This design comes from an exercise in tuning for small area on the open sky130 flow, not from production work. In this exercise RTL edits were held to simulation tests only and were not proved equivalent to the original.

## job 9643
// fir_filter
module fir_filter (
    input fir_clk,
    input rst_active_low,
    input signed [29:0] data_in,
    output signed [61:0] data_out
);
For scale: roughly 4000 cells after synthesis, about 1500 flip-flops, ~94 I/O pins, about 0.072 mm^2 of cells after synthesis.
clock: 10.0 ns
lec_check: 0
cap_margin: 35
core_margin: 2
core_utilization: 65
cts_buf_list: sky130_fd_sc_hd__clkbuf_16
cts_cluster_diameter: 60
cts_cluster_size: 30
slew_margin: 35
synth_hierarchical: 1
standard.sh (not shown) runs the stock make flow with config.mk's settings and CLKGATE_MAP_FILE= SYNTH_SCRIPT=/design/flow/synth_recipe.tcl, a recipe that flattens the netlist after the stock synthesis.
==> flow/flow/run.sh <==
#!/bin/bash
# The standard layout (standard.sh), with two changes:
#  - clock tree: no dummy load cells (they only balance capacitance), clusters
#    of at most 18 flip-flops within 55 um, each driven by a clkbuf_8
#    (CTS_ARGS replaces the CTS_* settings in config.mk);
#  - port buffers: buf_1 instead of the default (each port still gets one).
set -e
export CTS_ARGS="-sink_clustering_enable -repair_clock_nets -dont_use_dummy_load -sink_clustering_size 18 -sink_clustering_max_diameter 55 -buf_list sky130_fd_sc_hd__clkbuf_8"
export BUFFER_PORTS_ARGS="-buffer_cell sky130_fd_sc_hd__buf_1"
bash standard.sh > standard_flow.log 2>&1
Input-level comparison between job 9025 and job 9643:
==> flow/flow/run.sh <==
#!/bin/bash
# The standard layout (standard.sh), with two changes:
#  - clock tree: no dummy load cells (they only balance capacitance), clusters
#    of at most 25 flip-flops within 75 um, each driven by a clkbuf_16;
#  - port buffers: buf_1 instead of the default (each port still gets one).
set -e
export CTS_ARGS="-sink_clustering_enable -repair_clock_nets -dont_use_dummy_load -sink_clustering_size 25 -sink_clustering_max_diameter 75 -buf_list sky130_fd_sc_hd__clkbuf_16"
export BUFFER_PORTS_ARGS="-buffer_cell sky130_fd_sc_hd__buf_1"
bash standard.sh > standard_flow.log 2>&1
## What came out
- Job 9025 closes out successfully: all stages finished, all timing, DRC and antenna checks passed.
- Higher total buffers and inverters traversed by the critical path goes to job 9643 over job 9025.
- Taking job 9643 as the reference point, the average wire length per cell after detail routing of job 9025 rises by 0.28 um.
- Relative to job 9643, design area increased by about 0.4% in job 9025.
[inputs] job 6607 vs job 9025
diff --git a/flow/flow/run.sh b/flow/flow/run.sh
--- a/flow/flow/run.sh
+++ b/flow/flow/run.sh
@@ -6,3 +6,3 @@
 set -e
-export CTS_ARGS="-sink_clustering_enable -repair_clock_nets -dont_use_dummy_load -sink_clustering_size 25 -sink_clustering_max_diameter 75 -buf_list sky130_fd_sc_hd__clkbuf_16"
+export CTS_ARGS="-sink_clustering_enable -repair_clock_nets -dont_use_dummy_load -sink_clustering_size 20 -sink_clustering_max_diameter 60 -buf_list sky130_fd_sc_hd__clkbuf_8"
 export BUFFER_PORTS_ARGS="-buffer_cell sky130_fd_sc_hd__buf_1"
Diff job 9025 -> job 6607: worst hold slack decreased 0.051 ns, total detailed-routing wirelength down 0.48%. Looking at final core utilization across job 6607 and job 9025, the one that comes out lower is job 6607. Type of the worst setup path: flop to primary output -> job 6607, flop to flop -> job 9025. Job 6607 vs. job 9025: core region area level, clock edge transition at the registers on the reported setup and hold paths was more or less identical, relative area of clock buffers and inverters in the final design went down by 0.67 points. Job 6607 finished end to end and its layout was clean on timing, DRC and antenna. Job 9025 reached the final stage; the timing, DRC and antenna checks on its layout passed.
The inputs of job 369 differ from those of job 6607 as listed below.
diff --git a/flow/flow/run.sh b/flow/flow/run.sh
--- a/flow/flow/run.sh
+++ b/flow/flow/run.sh
@@ -6,3 +6,3 @@
 set -e
-export CTS_ARGS="-sink_clustering_enable -repair_clock_nets -dont_use_dummy_load -sink_clustering_size 20 -sink_clustering_max_diameter 60 -buf_list sky130_fd_sc_hd__clkbuf_8"
+export CTS_ARGS="-sink_clustering_enable -repair_clock_nets -dont_use_dummy_load -sink_clustering_size 16 -sink_clustering_max_diameter 50 -buf_list sky130_fd_sc_hd__clkbuf_8"
 export BUFFER_PORTS_ARGS="-buffer_cell sky130_fd_sc_hd__buf_1"
Findings:
Job 369 | status: complete | timing, DRC, antenna: pass
Job 6607 → job 369: met2 wire length held, register share of the cell area down 0.25 points, count of placed standard cells in the final layout, fillers left out rose 34.
Taking job 6607 as the reference, in job 369 period utilization roughly the same, worst hold slack after final layout higher.

afterwards: timing with drivers on the ports:
No port has a modelled driver above. Below, the same layouts with a new extraction and two added sets of constraints. Step 1, drivers: a clkbuf_16 drives fir_clk and a buf_2 each remaining input, both assumed. Step 2 adds t to the input delays and takes it off the output delays; t is the mean of the earliest and latest rising clock arrival at the registers after step 1. Input paths then give back, and output paths get back, about the clock's delay inside the block. Slacks: ideal / step 1 / step 2; pairs: ideal / step 1.
run	shift t [ns]	setup WS [ns]	hold WS [ns]	clock arrival spread, ns	worst register clock-pin slew, ns
job 9643	0.858	0.608 / 0.540 / 0.708	0.268 / 0.268 / 0.268	0.116 / 0.116	0.11 / 0.11
job 9025	0.729	0.697 / 0.686 / 0.697	0.296 / 0.296 / 0.296	0.112 / 0.111	0.10 / 0.10
job 6607	0.829	0.615 / 0.548 / 0.696	0.245 / 0.245 / 0.245	0.127 / 0.127	0.12 / 0.12
job 369	0.877	0.615 / 0.548 / 0.649	0.267 / 0.267 / 0.267	0.109 / 0.109	0.10 / 0.10
After both steps every run listed still meets setup and hold.
